Source: an optimization exercise on an open RTL-to-GDS flow (aim: small area and a short achievable clock period). Production flows keep margins and buffers that such runs may drop. The RTL was checked by simulation tests, not by an equivalence proof against the original design.

// matrix_multiplier
module matrix_multiplier (
    input clk,
    input reset,
    input start,
    input [7:0] in,
    output reg [15:0] o,
    output reg done
);
    reg [4:0] cnt;
    wire busy = cnt != 5'd0;
    wire [7:0] in_n = ~in;    
    reg [7:0] r0 [0:2];
    reg [7:0] r1 [0:2];
    reg [7:0] r2 [0:2];
    wire load_b0 = cnt >= 5'd10 && cnt <= 5'd12;
    wire load_b1 = cnt >= 5'd13 && cnt <= 5'd15;
    wire load_b2 = cnt >= 5'd16 && cnt <= 5'd18;
    always @(posedge clk) begin
        r0[0] <= load_b0 ? in_n : r0[2];
        r1[0] <= load_b1 ? in_n : r1[2];
        r2[0] <= load_b2 ? in_n : r2[2];
        r0[1] <= r0[0]; r0[2] <= r0[1];
        r1[1] <= r1[0]; r1[2] <= r1[1];
        r2[1] <= r2[0]; r2[2] <= r2[1];
    end
    reg [7:0] a0 [0:2];
    always @(posedge clk)
        if (cnt == 5'd1 || cnt == 5'd4 || cnt == 5'd7 || cnt == 5'd20 || cnt == 5'd23) begin
            a0[0] <= a0[1]; a0[1] <= a0[2]; a0[2] <= in_n;
        end
    reg [7:0] a1 [0:2];
    always @(posedge clk)
        if (cnt == 5'd2 || cnt == 5'd5 || cnt == 5'd8 || cnt == 5'd21 || cnt == 5'd24) begin
            a1[0] <= a1[1]; a1[1] <= a1[2]; a1[2] <= in_n;
        end
    reg [7:0] a2 [0:2];
    always @(posedge clk)
        if (cnt == 5'd3 || cnt == 5'd6 || cnt == 5'd9 || cnt == 5'd22 || cnt == 5'd25) begin
            a2[0] <= a2[1]; a2[1] <= a2[2]; a2[2] <= in_n;
        end
    wire [7:0] ha0 = a0[0];           
    wire [7:0] b0 = r0[1];            
    wire [7:0] ha1 = a1[0];           
    wire [7:0] b1 = r1[2];            
    wire [7:0] ha2 = a2[0];           
  ...
Size in the first run: about 920 cells after synthesis, roughly 260 flip-flops, about 28 I/O pins, roughly 12000 µm² of cells after synthesis.
clock: 8.0 ns
lec_check: 0
cap_margin: 20
core_margin: 2
core_utilization: 40
cts_buf_list: sky130_fd_sc_hd__clkbuf_8
cts_cluster_diameter: 60
cts_cluster_size: 20
slew_margin: 20
synth_hierarchical: 1
synth_minimum_keep_size: 0
standard.sh (not shown) runs the stock make flow with config.mk's settings and CLKGATE_MAP_FILE= SYNTH_SCRIPT=/design/flow/synth_recipe.tcl, a recipe that flattens the netlist after the stock synthesis.
==> flow/flow/run.sh <==
#!/bin/bash
# The standard layout flow with these changes in how the layout is made (the
# clock period and the constraints stay the design's): the ports are buffered
# with buf_2 cells, and clock tree synthesis adds no dummy loads. The make
# output goes to standard.log; each ORFS step keeps its own log under orfs/logs.
set -euo pipefail
bash standard.sh SETUP_SLACK_MARGIN=5 \
    "BUFFER_PORTS_ARGS=-buffer_cell sky130_fd_sc_hd__buf_2" \
    "CTS_ARGS=-sink_clustering_enable -repair_clock_nets -dont_use_dummy_load -buf_list sky130_fd_sc_hd__clkbuf_8 -sink_clustering_size 20 -sink_clustering_max_diameter 60" \
    finish > standard.log 2>&1
Then changed:
CORE_UTILIZATION = 50   (was 40)
Outcome: The changed run passed the timing, design-rule and antenna checks; setup slack improves by 0.0044 ns; final cell count came out lower by 5.4%; via count drops by 0.94%; sequential cell count is unchanged; wire length goes down by 2.0%; utilization climbs by 11 points; hold slack loses 0.022 ns.
Then changed:
==> flow/flow/run.sh (replaced) <==
#!/bin/bash
# The standard layout flow with one change in how the layout is made (the
# clock period and the constraints stay the design's): the ports are buffered
# with buf_2 cells. The make output goes to standard.log; each ORFS step keeps
# its own log under orfs/logs.
set -euo pipefail
bash standard.sh SETUP_SLACK_MARGIN=5 \
    "BUFFER_PORTS_ARGS=-buffer_cell sky130_fd_sc_hd__buf_2" finish > standard.log 2>&1
CORE_UTILIZATION = 40   (was 50)
=> Routed wire length goes up by 2.3%. Setup slack gains 0.041 ns. Core utilization drops by 10 points.

---

Setup of job 4331:
matrix_multiplier, a different RTL version from the one above (not shown whole).
For scale: ~250 flip-flops.
export LEC_CHECK = 0
export CAP_MARGIN = 20
export CORE_MARGIN = 2
export CORE_UTILIZATION = 40
export CTS_BUF_LIST = sky130_fd_sc_hd__clkbuf_8
export CTS_CLUSTER_DIAMETER = 60
export CTS_CLUSTER_SIZE = 20
export PLACE_DENSITY = 0.8
export SLEW_MARGIN = 20
export SYNTH_HIERARCHICAL = 1
export SYNTH_MINIMUM_KEEP_SIZE = 0
create_clock -name core_clock -period 8.0 [get_ports {clk}]
==> flow/flow/run.sh <==
#!/bin/bash
# The standard layout flow with these changes in how the layout is made (the
# clock period and the constraints stay the design's): the ports are buffered
# with buf_2 cells, and clock tree synthesis adds no dummy loads. The make
# output goes to standard.log; each ORFS step keeps its own log under orfs/logs.
set -euo pipefail
bash standard.sh SETUP_SLACK_MARGIN=5 \
    "BUFFER_PORTS_ARGS=-buffer_cell sky130_fd_sc_hd__buf_2" \
    "CTS_ARGS=-sink_clustering_enable -repair_clock_nets -dont_use_dummy_load -buf_list sky130_fd_sc_hd__clkbuf_8 -sink_clustering_size 20 -sink_clustering_max_diameter 60" \
    finish > standard.log 2>&1
Modified inputs, job 9780 compared to job 4331
- GPL_ROUTABILITY_DRIVEN: unset -> 0
--- outcome ---
Area added between synthesis and finish delta (job 4331 -> job 9780): insignificant
Post-placement worst setup slack on job 9780 is ahead of job 4331.
Job 9780 vs. job 4331: top fanout value on the critical path went up by 1.
The final critical-path required period in job 9780 sits 49 ps below the value recorded for job 4331.
Diff job 4331..job 9780 | number of multi-input logic gates | unchanged
Comparing the two runs side by side, job 9780 comes out ahead of job 4331 on register-to-register slack.
The inputs of job 403 differ from those of job 9780 as listed below.
- removing GPL_ROUTABILITY_DRIVEN (formerly 0)
- changing PLACE_DENSITY from 0.8 to 0.7
- changing CORE_UTILIZATION from 40 to 50
[summary]
Lower routing usage on met3 was reported by job 403, not job 9780.
Going from job 9780 to job 403, wire length of the first global-routing pass was more or less identical.
Sequential share of layout area up 0.42 points in job 403 wrt job 9780
Delta (job 403 minus job 9780): slew of the pin with the lowest slew margin picked up an extra 14 ps; via count lost 59.
Diff job 9780 -> job 403: multi-input combinational area share went up by 0.38 points.

---

matrix_multiplier, a different RTL version from the one above (not shown whole).
Size in the first run: roughly 28 I/O pins, roughly 12,000 µm² of cells after synthesis.
clock: 8.0 ns
lec_check: 0
cap_margin: 20
core_margin: 2
core_utilization: 40
cts_buf_list: sky130_fd_sc_hd__clkbuf_16
cts_cluster_diameter: 80
cts_cluster_size: 30
setup_slack_margin: 5
slew_margin: 20
synth_hierarchical: 1
synth_minimum_keep_size: 0
run.sh (not shown) runs the stock make flow with config.mk's settings and CLKGATE_MAP_FILE= SYNTH_SCRIPT=/design/flow/synth_recipe.tcl, a recipe that flattens the netlist after the stock synthesis.
Stock flow here: none of the scripts above is used.
Edit:
==> flow/flow/run.sh (new file) <==
#!/bin/bash
set -euo pipefail
bash standard.sh SETUP_SLACK_MARGIN=5.25 TNS_END_PERCENT=5 MATCH_CELL_FOOTPRINT=0 \
    "BUFFER_PORTS_ARGS=-buffer_cell sky130_fd_sc_hd__buf_2" finish > standard.log 2>&1
==> flow/standard.sh (new file) <==
#!/bin/bash
# synth_recipe.tcl (not shown) runs the flow's synth.tcl, then flattens the netlist and writes it again
# the make line also repeats each setting of config.mk as NAME=value (left out here)
make -C /OpenROAD-flow-scripts/flow DESIGN_CONFIG=/design/flow/config.mk WORK_HOME=/design/flow/orfs CLKGATE_MAP_FILE= SYNTH_SCRIPT=/design/flow/synth_recipe.tcl "${@:-finish}"
CTS_BUF_LIST = sky130_fd_sc_hd__clkbuf_8   (was sky130_fd_sc_hd__clkbuf_16)
CTS_CLUSTER_DIAMETER = 60   (was 80)
CTS_CLUSTER_SIZE = 20   (was 30)
SETUP_SLACK_MARGIN = default   (was 5)
removed: flow/run.sh
Effect:
- The new run completed with no timing, DRC or antenna violations
- core utilization is higher by 0.21 points
- design area climbs by 0.47%
- count of clock-buffer cells in the layout is higher by 8
Edit:
==> flow/flow/run.sh (replaced) <==
#!/bin/bash
set -euo pipefail
bash standard.sh SETUP_SLACK_MARGIN=5.25 TNS_END_PERCENT=5 \
    "BUFFER_PORTS_ARGS=-buffer_cell sky130_fd_sc_hd__buf_2" finish > standard.log 2>&1
Effect: Clock skew stays the same; sequential cell count stays the same; setup slack is unchanged; routed wire length stays the same; final area stays the same; register-to-register slack hardly moves; non-clock buffer count stays the same; global-route usage stays the same; final cell count stays the same.
Edit:
==> flow/run.sh (new file) <==
#!/bin/bash
# synth_recipe.tcl (not shown) runs the flow's synth.tcl, then flattens the netlist and writes it again
# the make line also repeats each setting of config.mk as NAME=value (left out here)
make -C /OpenROAD-flow-scripts/flow DESIGN_CONFIG=/design/flow/config.mk WORK_HOME=/design/flow/orfs CLKGATE_MAP_FILE= SYNTH_SCRIPT=/design/flow/synth_recipe.tcl finish
CORE_UTILIZATION = 60   (was 40)
SETUP_SLACK_MARGIN = 5   (was default)
removed: flow/flow/run.sh
removed: flow/standard.sh
Setup slack gets worse by 82 ps; core utilization climbs by 20 points; cell area is lower by 2.2%; register-to-register slack loses 80 ps; fmax goes down by 2.9%; flip-flop and latch count is unchanged.

---

## run 1
RTL: one of the versions met above, not the one the previous note started from.
Size in the first run: roughly 870 cells after synthesis, about 28 I/O pins, ~11000 um2 of cells after synthesis.
export LEC_CHECK = 0
export CAP_MARGIN = 20
export CORE_MARGIN = 2
export CORE_UTILIZATION = 40
export CTS_BUF_LIST = sky130_fd_sc_hd__clkbuf_8
export CTS_CLUSTER_DIAMETER = 60
export CTS_CLUSTER_SIZE = 20
export GPL_ROUTABILITY_DRIVEN = 0
export PLACE_DENSITY = 0.7
export SLEW_MARGIN = 20
export SYNTH_HIERARCHICAL = 1
export SYNTH_MINIMUM_KEEP_SIZE = 0
create_clock -name core_clock -period 8.0 [get_ports {clk}]
standard.sh (not shown) runs the stock make flow with config.mk's settings and CLKGATE_MAP_FILE= SYNTH_SCRIPT=/design/flow/synth_recipe.tcl, a recipe that flattens the netlist after the stock synthesis.
==> flow/flow/run.sh <==
#!/bin/bash
# The standard layout flow with these changes in how the layout is made (the
# clock period and the constraints stay the design's): the ports are buffered
# with buf_2 cells, and clock tree synthesis adds no dummy loads. The make
# output goes to standard.log; each ORFS step keeps its own log under orfs/logs.
set -euo pipefail
bash standard.sh SETUP_SLACK_MARGIN=5 \
    "BUFFER_PORTS_ARGS=-buffer_cell sky130_fd_sc_hd__buf_2" \
    "CTS_ARGS=-sink_clustering_enable -repair_clock_nets -dont_use_dummy_load -buf_list sky130_fd_sc_hd__clkbuf_8 -sink_clustering_size 20 -sink_clustering_max_diameter 60" \
    finish > standard.log 2>&1
diff inputs: run 1 => run 2
# run 1
export LEC_CHECK = 0
export CAP_MARGIN = 20
export CORE_MARGIN = 2
export CORE_UTILIZATION = 40
export CTS_BUF_LIST = sky130_fd_sc_hd__clkbuf_8
export CTS_CLUSTER_DIAMETER = 60
export CTS_CLUSTER_SIZE = 20
export GPL_ROUTABILITY_DRIVEN = 0
export PLACE_DENSITY = 0.7
export SLEW_MARGIN = 20
export SYNTH_HIERARCHICAL = 1
export SYNTH_MINIMUM_KEEP_SIZE = 0
create_clock -name core_clock -period 8.0 [get_ports {clk}]
# run 2
export LEC_CHECK = 0
export CAP_MARGIN = 20
export CORE_MARGIN = 2
export CORE_UTILIZATION = 40
export CTS_BUF_LIST = sky130_fd_sc_hd__clkbuf_8
export CTS_CLUSTER_DIAMETER = 60
export CTS_CLUSTER_SIZE = 20
export PLACE_DENSITY = 0.7
export SLEW_MARGIN = 20
export SYNTH_HIERARCHICAL = 1
export SYNTH_MINIMUM_KEEP_SIZE = 0
create_clock -name core_clock -period 8.0 [get_ports {clk}]
==> comparison <==
Run 2 against run 1: sum of net half-perimeters after detailed placement went up; final worst setup slack increased 9.3 ps; via count shows a reduction of about 1.6%. Iteration-0 DRC count of the detailed router on run 2 is behind run 1. | final non-filler cell area | run 2 vs run 1 | ≈ equal |. Final non-filler cell total across run 2 and run 1: no real change.
Modified inputs, run 3 compared to run 2
# run 2
export LEC_CHECK = 0
export CAP_MARGIN = 20
export CORE_MARGIN = 2
export CORE_UTILIZATION = 40
export CTS_BUF_LIST = sky130_fd_sc_hd__clkbuf_8
export CTS_CLUSTER_DIAMETER = 60
export CTS_CLUSTER_SIZE = 20
export PLACE_DENSITY = 0.7
export SLEW_MARGIN = 20
export SYNTH_HIERARCHICAL = 1
export SYNTH_MINIMUM_KEEP_SIZE = 0
create_clock -name core_clock -period 8.0 [get_ports {clk}]
# run 3
export LEC_CHECK = 0
export CAP_MARGIN = 20
export CORE_MARGIN = 2
export CORE_UTILIZATION = 40
export CTS_BUF_LIST = sky130_fd_sc_hd__clkbuf_8
export CTS_CLUSTER_DIAMETER = 60
export CTS_CLUSTER_SIZE = 20
export PLACE_DENSITY = 0.65
export SLEW_MARGIN = 20
export SYNTH_HIERARCHICAL = 1
export SYNTH_MINIMUM_KEEP_SIZE = 0
create_clock -name core_clock -period 8.0 [get_ports {clk}]
==> summary.txt <==
- | core utilization | run 2 vs run 3 | ≈ equal |
- Routability-driven placement congestion ratio sits lower in run 3 than in run 2.
- Compared with run 2, in run 3 final critical-path required period increased 63 ps, wire length increased 2.3%, sequential share of layout area essentially unchanged, setup slack decreased 63 ps.
Changes in run 4 relative to run 3:
# run 3
export LEC_CHECK = 0
export CAP_MARGIN = 20
export CORE_MARGIN = 2
export CORE_UTILIZATION = 40
export CTS_BUF_LIST = sky130_fd_sc_hd__clkbuf_8
export CTS_CLUSTER_DIAMETER = 60
export CTS_CLUSTER_SIZE = 20
export PLACE_DENSITY = 0.65
export SLEW_MARGIN = 20
export SYNTH_HIERARCHICAL = 1
export SYNTH_MINIMUM_KEEP_SIZE = 0
create_clock -name core_clock -period 8.0 [get_ports {clk}]
# run 4
export LEC_CHECK = 0
export CAP_MARGIN = 20
export CORE_MARGIN = 2
export CORE_UTILIZATION = 40
export CTS_BUF_LIST = sky130_fd_sc_hd__clkbuf_8
export CTS_CLUSTER_DIAMETER = 60
export CTS_CLUSTER_SIZE = 20
export PLACE_DENSITY = 0.75
export SLEW_MARGIN = 20
export SYNTH_HIERARCHICAL = 1
export SYNTH_MINIMUM_KEEP_SIZE = 0
create_clock -name core_clock -period 8.0 [get_ports {clk}]
--- outcome ---
Post-route standard cell area excluding fillers: run 4 vs run 3 — no meaningful difference. Run 3 has lower global routing usage on met2 than run 4. Async set or reset register ratio after synthesis of run 3 is on par with run 4. Run 3 -> run 4: routing usage on met3 flat. On routed wire length: run 4 sits below run 3. Taking run 3 as the reference, in run 4 via count of the first global-routing pass +116; worst-case setup slack after placement climbed 40 ps.
Changes in run 5 relative to run 4:
# run 4
export LEC_CHECK = 0
export CAP_MARGIN = 20
export CORE_MARGIN = 2
export CORE_UTILIZATION = 40
export CTS_BUF_LIST = sky130_fd_sc_hd__clkbuf_8
export CTS_CLUSTER_DIAMETER = 60
export CTS_CLUSTER_SIZE = 20
export PLACE_DENSITY = 0.75
export SLEW_MARGIN = 20
export SYNTH_HIERARCHICAL = 1
export SYNTH_MINIMUM_KEEP_SIZE = 0
create_clock -name core_clock -period 8.0 [get_ports {clk}]
# run 5
export LEC_CHECK = 0
export CAP_MARGIN = 20
export CORE_MARGIN = 2
export CORE_UTILIZATION = 40
export CTS_BUF_LIST = sky130_fd_sc_hd__clkbuf_8
export CTS_CLUSTER_DIAMETER = 60
export CTS_CLUSTER_SIZE = 20
export PLACE_DENSITY = 0.85
export SLEW_MARGIN = 20
export SYNTH_HIERARCHICAL = 1
export SYNTH_MINIMUM_KEEP_SIZE = 0
create_clock -name core_clock -period 8.0 [get_ports {clk}]
- ~same sequential share of cell area in run 5 and run 4
- Run 4 -> run 5: detailed-routed wire length on met2 increased by a few percent
- Comparing run 5 and run 4, the lower detailed-route vias per instance was measured on run 4.
- Status: share of final layout cell area taken by non-clock buffers parity (run 4, run 5)
- Per the comparison of run 5 with run 4, relative max-transition margin went down 0.28 points; maximum achievable frequency increased 1.2 MHz.
- Run 5 against run 4; total via count in the routed design is up slightly.

==> re-timing with driven ports <==
The results above use ideal ports. As a check the final layouts listed here were re-extracted and re-timed, cells and wires unchanged. Step 1 sets driving cells, clkbuf_16 on the clock port and buf_2 on the other inputs (assumed; they add their load-dependent delay and slew). Step 2, shift: input delay + t, output delay - t, t = (earliest + latest rising clock arrival at the registers) / 2. This alone moves slack from input paths to output paths. Slacks: no drivers / after step 1 / after step 2; pairs: no drivers / after step 1.
run | shift t [ns] | setup WS [ns] | worst hold slack (ns)
the first run of note 1 | 0.558 | 5.156 / 5.156 / 5.156 | 0.327 / 0.327 / 0.327
the second run of note 1 | 0.557 | 5.160 / 5.160 / 5.160 | 0.305 / 0.305 / 0.305
the third run of note 1 | 0.581 | 5.201 / 5.201 / 5.201 | 0.332 / 0.332 / 0.332
job 4331 | 0.545 | 5.212 / 5.212 / 5.212 | 0.335 / 0.335 / 0.335
job 9780 | 0.557 | 5.261 / 5.261 / 5.261 | 0.327 / 0.327 / 0.327
job 403 | 0.552 | 5.267 / 5.267 / 5.267 | 0.334 / 0.334 / 0.334
the first run of note 3 | 0.532 | 5.052 / 5.005 / 5.200 | 0.315 / 0.315 / 0.315
the second run of note 3 | 0.585 | 5.210 / 5.210 / 5.210 | 0.303 / 0.303 / 0.303
the third run of note 3 | 0.585 | 5.210 / 5.210 / 5.210 | 0.303 / 0.303 / 0.303
the fourth run of note 3 | 0.585 | 5.128 / 5.128 / 5.128 | 0.328 / 0.328 / 0.328
run 1 | 0.545 | 5.273 / 5.273 / 5.273 | 0.325 / 0.325 / 0.325
run 2 | 0.547 | 5.282 / 5.282 / 5.282 | 0.302 / 0.302 / 0.302
run 3 | 0.542 | 5.219 / 5.219 / 5.219 | 0.317 / 0.317 / 0.317
run 4 | 0.549 | 5.265 / 5.265 / 5.265 | 0.331 / 0.331 / 0.331
run 5 | 0.542 | 5.274 / 5.274 / 5.274 | 0.320 / 0.320 / 0.320
After both steps setup and hold are still met in every run listed.
